Source: an optimization exercise on an open RTL-to-GDS flow (aim: small area). Production flows keep margins and buffers that such runs may drop. RTL that was checked went through simulation tests only; none was proved equivalent to the original. The flow treats the clock pin as an ideal source. Dropping or thinning the clock tree relies on that and would not hold on a real chip. Power and IR drop assume default switching activity.

Setup of indigo:
==> module top, before the edit <==
module top(
    input ck, reset,
    input mode, hh, mm, switch,
    output alarm, mode0, mode1,
    output CA, CB, CC, CD, CE, CF, CG, DP,
    output [7:0] AN
    );
    wire mode_d, mode_p0, mode_p1;
    wire hh_d, hh_p0, hh_p1;
    wire mm_d, mm_p0, mm_p1, mm_p01, mm_n0;
    wire sw_d, sw_p0, sw_p1;
    deb #(0) u0(.ck(ck), .reset(reset), .button(mode), .d(mode_d), .p0(mode_p0), .p1(mode_p1));
    deb #(0) u1(.ck(ck), .reset(reset), .button(hh), .d(hh_d), .p0(hh_p0), .p1(hh_p1));
    deb #(0) u2(.ck(ck), .reset(reset), .button(mm), .d(mm_d), .p0(mm_p0), .p1(mm_p1), .p01(mm_p01), .n0(mm_n0));
    deb #(1) u3(.ck(ck), .reset(reset), .button(switch), .d(sw_d), .p0(sw_p0), .p1(sw_p1));
    reg ca;
    always @(posedge ck, posedge reset)
        if (reset) ca <= 1'b1;
        else ca <= ca ^ mode_p0;
    wire sec, min, refresh, hit;
    lfsr #(13, 8, 1, 13'h1d7, 13'h3af) t_hs(ck, reset, sec);
    lfsr #(20, 0, 0, 20'ha74f5, 20'h4e9eb) t_mn(ck, reset, min);
    lfsr #(4, 2, 1, 4'hc, 4'h8) t_rf(ck, reset, refresh);
    lfsr #(13, 8, 1, 13'h1d7, 13'h3af) t_mt(ck, mm_p1, hit);
    localparam IDLE = 2'b00, WAIT = 2'b01, AUTO = 2'b10, INC = 2'b11;
    reg [1:0] s;
    reg [1:0] s_next;
    always @(*)
        case (s)
            IDLE: s_next = mm_p0 ? WAIT : IDLE;
            WAIT: s_next = !mm_d ? IDLE : (hit && !mm_p1) ? AUTO : WAIT;
            AUTO: s_next = mm_p01 ? IDLE : (hit && !mm_n0) ? INC : AUTO;
            default: s_next = AUTO;
        endcase
    always @(posedge ck)
        s <= reset ? IDLE : s_next;
    wire autom = s[1];
    wire inc = (s == INC) | ((s == WAIT) & mm_p1);
    wire up_clock60 = (inc & ca) | (min & ~autom);
    wire up_alarm60 = inc & ~ca;
    wire ca_prev = ca ^ mode_p1;
    wire up_alarm24 = hh_p1 & ~ca_prev;
    reg [3:0] h0, h2, a0, a2;
    reg [2:0] h1, a1;
    reg [1:0] h3, a3;
    wire c0 = up_clock60 & h0[3] & h0[0];
    wire carry = c0 & h1[2] & h1[0];
    wire up_clock24 = carry | (hh_p1 & ca_prev);
    wire ac0 = up_alarm60 & a0[3] & a0[0];
    wire hw = h3[1] & h2[1] & h2[0];            
    wire aw = a3[1] & a2[1] & a2[0];
    always @(posedge ck, posedge reset)
        if (reset) h0 <= 0;
        else h0 <= h0 ^ ({4{up_clock60}} & {h0[0] & (h0[1] & h0[2] | h0[3]), h0[0] & h0[1], h0[0] & ~h0[3], 1'b1});
    always @(posedge ck)
        if (reset) begin
            h1 <= 0; h2 <= 0; h3 <= 0;
            a0 <= 0; a1 <= 0; a2 <= 0; a3 <= 0;
        end else begin
            h1 <= h1 ^ ({3{c0}} & {h1[0] & (h1[1] | h1[2]), h1[0] & ~h1[2], 1'b1});
            h2 <= h2 ^ ({4{up_clock24}} & {h2[0] & (h2[1] & h2[2] | h2[3]), h2[0] & h2[1] & ~h3[1], h2[0] & ~h2[3], 1'b1});
            h3 <= h3 ^ ({2{up_clock24}} & {h2[3] & h2[0] & h3[0] | hw, h2[3] & h2[0]});
            a0 <= a0 ^ ({4{up_alarm60}} & {a0[0] & (a0[1] & a0[2] | a0[3]), a0[0] & a0[1], a0[0] & ~a0[3], 1'b1});
            a1 <= a1 ^ ({3{ac0}} & {a1[0] & (a1[1] | a1[2]), a1[0] & ~a1[2], 1'b1});
            a2 <= a2 ^ ({4{up_alarm24}} & {a2[0] & (a2[1] & a2[2] | a2[3]), a2[0] & a2[1] & ~a3[1], a2[0] & ~a2[3], 1'b1});
            a3 <= a3 ^ ({2{up_alarm24}} & {a2[3] & a2[0] & a3[0] | aw, a2[3] & a2[0]});
        end
    reg [1:0] sel;
    always @(posedge ck, posedge reset)
        if (reset) sel <= 0;
        else sel <= sel ^ {refresh & sel[0], refresh};
    reg [3:0] hd, ad;
    always @(*)
        case (sel)
            2'd0: begin hd = h0; ad = a0; end
            2'd1: begin hd = {1'b0, h1}; ad = {1'b0, a1}; end
            2'd2: begin hd = h2; ad = a2; end
            default: begin hd = {2'b0, h3}; ad = {2'b0, a3}; end
        endcase
    wire [3:0] dig = ca ? hd : ad;
    reg [6:0] c;
    always @(*)
        case (dig)
            4'h0: c = 7'b0000001;
            4'h1: c = 7'b1001111;
            4'h2: c = 7'b0010010;
            4'h3: c = 7'b0000110;
            4'h4: c = 7'b1001100;
            4'h5: c = 7'b0100100;
            4'h6: c = 7'b0100000;
            4'h7: c = 7'b0001111;
            4'h8: c = 7'b0000000;
            4'h9: c = 7'b0000100;
            4'hA: c = 7'b0010000;
            4'hB: c = 7'b0000110;
            4'hC: c = 7'b0000100;
            4'hD: c = 7'b0100100;
            4'hE: c = 7'b0100000;
            default: c = 7'b0001111;
        endcase
    assign {CA, CB, CC, CD, CE, CF, CG} = c;
    assign AN = {4'b1111, ~(4'b0001 << sel)};
    reg sec_tog;
    always @(posedge ck)
        sec_tog <= ~reset & (sec_tog ^ sec);
    assign DP = ~((sel == 2'd2) & (~ca | sec_tog));
    assign alarm = sw_d & ({h3, h2, h1, h0} == {a3, a2, a1, a0});
    assign mode0 = ca;
    assign mode1 = ~ca;
endmodule
export LEC_CHECK = 0
export CAP_MARGIN = 0
export CORE_MARGIN = 2
export CORE_UTILIZATION = 40
export SLEW_MARGIN = 0
create_clock -name core_clock -period 10.0 [get_ports {ck}]
standard.sh (not shown) runs the stock make flow with config.mk's settings and CLKGATE_MAP_FILE= SYNTH_SCRIPT=/design/flow/synth_recipe.tcl, a recipe that flattens the netlist after the stock synthesis.
==> flow/flow/run.sh <==
#!/bin/bash
# Layout flow: the standard layout (standard.sh) with these changes:
#  1. after the standard synthesis, the combinational logic is mapped again
#     for area with each ABC script flow/abc_*.abc, and the smallest result
#     is laid out; the flip-flops are kept exactly as the standard synthesis
#     made them (same instances, names and cells);
#  2. the port buffers are buf_1 cells, and one tie cell drives all the
#     constant outputs;
#  3. the clock tree is built by flow/manual_cts.tcl in place of TritonCTS:
#     a clkbuf_2 at the clock port drives six clkbuf_8, each driving the
#     flip-flops of one sixth of the die (no dummy loads).
# Each tool's output goes to a log file of its own in this folder.
set -euo pipefail
export BUFFER_PORTS_ARGS="-buffer_cell sky130_fd_sc_hd__buf_1"
export SKIP_REPAIR_TIE_FANOUT=1
export PRE_CTS_TCL="$PWD/flow/manual_cts.tcl"
export MCTS_ROOT=sky130_fd_sc_hd__clkbuf_2
export MCTS_LEAVES=6
export MCTS_LEAF=sky130_fd_sc_hd__clkbuf_8
R="orfs/results/${FLOW_PLATFORM}/top/base"
LIB="${FLOW_HOME}/platforms/${FLOW_PLATFORM}/lib/sky130_fd_sc_hd__tt_025C_1v80.lib"
YOSYS="$(command -v yosys || echo "${FLOW_HOME}/../tools/install/yosys/bin/yosys")"

bash standard.sh synth > standard_synth.log 2>&1

cp "$R/1_2_yosys.v" "$R/1_2_yosys_standard.v"
DU="-dont_use sky130_fd_sc_hd__probe_p_8 -dont_use sky130_fd_sc_hd__probec_p_8 -dont_use sky130_fd_sc_hd__lpflow_*"
best=""
best_area=""
for script in flow/abc_*.abc; do
  name="$(basename "$script" .abc)"
  out="$R/1_2_yosys_$name.v"
  if "$YOSYS" -p "read_liberty -ignore_miss_func $LIB; blackbox sky130_fd_sc_hd__df*; \
      read_verilog $R/1_2_yosys_standard.v; hierarchy -top $FLOW_TOP; flatten; opt_clean; \
      abc -liberty $LIB $DU -script $script; opt_clean -purge; splitnets; opt_clean -purge; \
      hilomap -singleton -hicell sky130_fd_sc_hd__conb_1 HI -locell sky130_fd_sc_hd__conb_1 LO; \
      insbuf -buf sky130_fd_sc_hd__buf_4 A X; \
      read_liberty -lib -overwrite -ignore_miss_func $LIB; hierarchy -top $FLOW_TOP; \
      check -assert -mapped; tee -o resynth_$name.stat stat -liberty $LIB; \
      write_verilog -noattr -nohex -nodec $out" > resynth_$name.log 2>&1; then
    area="$(awk '/Chip area for module/ {print $NF}' resynth_$name.stat | tail -1)"
    if [[ -n "$area" ]] && { [[ -z "$best_area" ]] || awk -v a="$area" -v b="$best_area" 'BEGIN {exit !(a < b)}'; }; then
      best="$out"; best_area="$area"
    fi
  fi
done
echo "chosen: $best ($best_area um2)" > resynth_choice.txt
if [[ -n "$best" ]]; then
  cp "$best" "$R/1_2_yosys.v"
fi

bash standard.sh finish > standard_finish.log 2>&1
Other scripts of this flow, unchanged in this note and not shown: flow/flow/abc_amap.abc, flow/flow/abc_amap_mfs.abc, flow/flow/abc_nf.abc, flow/flow/abc_nf_mfs.abc, flow/flow/manual_cts.tcl
Modified inputs, xenon compared to indigo
diff --git a/flow/design.v b/flow/design.v
--- a/flow/design.v
+++ b/flow/design.v
@@ -87,7 +87,19 @@
     wire ca_prev = ca ^ mode_p1;
     wire up_alarm24 = hh_p1 & ~ca_prev;
-    reg [3:0] h0, h2, a0, a2;
-    reg [2:0] h1, a1;
-    reg [1:0] h3, a3;
+    reg [3:0] h0;
+    reg [2:0] h1_n;
+    wire [2:0] h1 = ~h1_n;
+    reg [3:0] h2_n;
+    wire [3:0] h2 = ~h2_n;
+    reg [1:0] h3_n;
+    wire [1:0] h3 = ~h3_n;
+    reg [3:0] a0_n;
+    wire [3:0] a0 = ~a0_n;
+    reg [2:0] a1_n;
+    wire [2:0] a1 = ~a1_n;
+    reg [3:0] a2_n;
+    wire [3:0] a2 = ~a2_n;
+    reg [1:0] a3_n;
+    wire [1:0] a3 = ~a3_n;
     wire c0 = up_clock60 & h0[3] & h0[0];
     wire carry = c0 & h1[2] & h1[0];
@@ -101,14 +113,14 @@
     always @(posedge ck)
         if (reset) begin
-            h1 <= 0; h2 <= 0; h3 <= 0;
-            a0 <= 0; a1 <= 0; a2 <= 0; a3 <= 0;
+            h1_n <= {3{1'b1}}; h2_n <= {4{1'b1}}; h3_n <= {2{1'b1}};
+            a0_n <= {4{1'b1}}; a1_n <= {3{1'b1}}; a2_n <= {4{1'b1}}; a3_n <= {2{1'b1}};
         end else begin
-            h1 <= h1 ^ ({3{c0}} & {h1[0] & (h1[1] | h1[2]), h1[0] & ~h1[2], 1'b1});
-            h2 <= h2 ^ ({4{up_clock24}} & {h2[0] & (h2[1] & h2[2] | h2[3]), h2[0] & h2[1] & ~h3[1], h2[0] & ~h2[3], 1'b1});
-            h3 <= h3 ^ ({2{up_clock24}} & {h2[3] & h2[0] & h3[0] | hw, h2[3] & h2[0]});
-            a0 <= a0 ^ ({4{up_alarm60}} & {a0[0] & (a0[1] & a0[2] | a0[3]), a0[0] & a0[1], a0[0] & ~a0[3], 1'b1});
-            a1 <= a1 ^ ({3{ac0}} & {a1[0] & (a1[1] | a1[2]), a1[0] & ~a1[2], 1'b1});
-            a2 <= a2 ^ ({4{up_alarm24}} & {a2[0] & (a2[1] & a2[2] | a2[3]), a2[0] & a2[1] & ~a3[1], a2[0] & ~a2[3], 1'b1});
-            a3 <= a3 ^ ({2{up_alarm24}} & {a2[3] & a2[0] & a3[0] | aw, a2[3] & a2[0]});
+            h1_n <= ~(h1 ^ ({3{c0}} & {h1[0] & (h1[1] | h1[2]), h1[0] & ~h1[2], 1'b1}));
+            h2_n <= ~(h2 ^ ({4{up_clock24}} & {h2[0] & (h2[1] & h2[2] | h2[3]), h2[0] & h2[1] & ~h3[1], h2[0] & ~h2[3], 1'b1}));
+            h3_n <= ~(h3 ^ ({2{up_clock24}} & {h2[3] & h2[0] & h3[0] | hw, h2[3] & h2[0]}));
+            a0_n <= ~(a0 ^ ({4{up_alarm60}} & {a0[0] & (a0[1] & a0[2] | a0[3]), a0[0] & a0[1], a0[0] & ~a0[3], 1'b1}));
+            a1_n <= ~(a1 ^ ({3{ac0}} & {a1[0] & (a1[1] | a1[2]), a1[0] & ~a1[2], 1'b1}));
+            a2_n <= ~(a2 ^ ({4{up_alarm24}} & {a2[0] & (a2[1] & a2[2] | a2[3]), a2[0] & a2[1] & ~a3[1], a2[0] & ~a2[3], 1'b1}));
+            a3_n <= ~(a3 ^ ({2{up_alarm24}} & {a2[3] & a2[0] & a3[0] | aw, a2[3] & a2[0]}));
         end
     reg [1:0] sel;
Results
Compare xenon and indigo | mean cell area of the mapped netlist lower: xenon. The run showing the greater clock period minus final worst setup slack is xenon. For the relative max-transition margin, xenon came in 9.5 points higher than indigo did. From indigo to xenon the numbers moved as follows: post-synthesis to final-layout area growth roughly the same, met2 global-route usage roughly the same, maximum number of pins on one net before global-route repair has decreased. For power attributed to the clock group, xenon and indigo come out practically identical. Global-route wire length before repair (xenon over indigo): increase, about 4.3%. The met1 wire length in indigo is 0.929 times that in xenon.
For xenon, only the layout was checked, not whether the RTL still works. In every run of this note, the design's own scripts or RTL, not TritonCTS, make the clock network.

re-timing with driven ports:
Ports are ideal in the flow. The routed layouts listed here were re-timed in OpenROAD.
Step 1 assumes that a clkbuf_16 drives the clock port and a buf_2 every other input.
Step 2 moves the port delays by t, midway between the first and last clock arrival at a register: inputs arrive t later, outputs are due t later. That takes back most of the time a late clock gives input paths.
Three values: ideal, step 1, step 2; two values: the first two.
run | t (ns) | slack for setup (ns) | worst hold slack (ns) | worst setup path after step 2 | slew at the worst register clock pin (ns)
indigo | 0.547 | 5.555 / 5.529 / 6.076 | 0.395 / 0.395 / 0.395 | register to output | 0.11 / 0.11
xenon | 0.546 | 4.809 / 4.782 / 5.328 | 0.387 / 0.387 / 0.387 | register to output | 0.12 / 0.12
After both steps setup and hold are still met in every run listed.
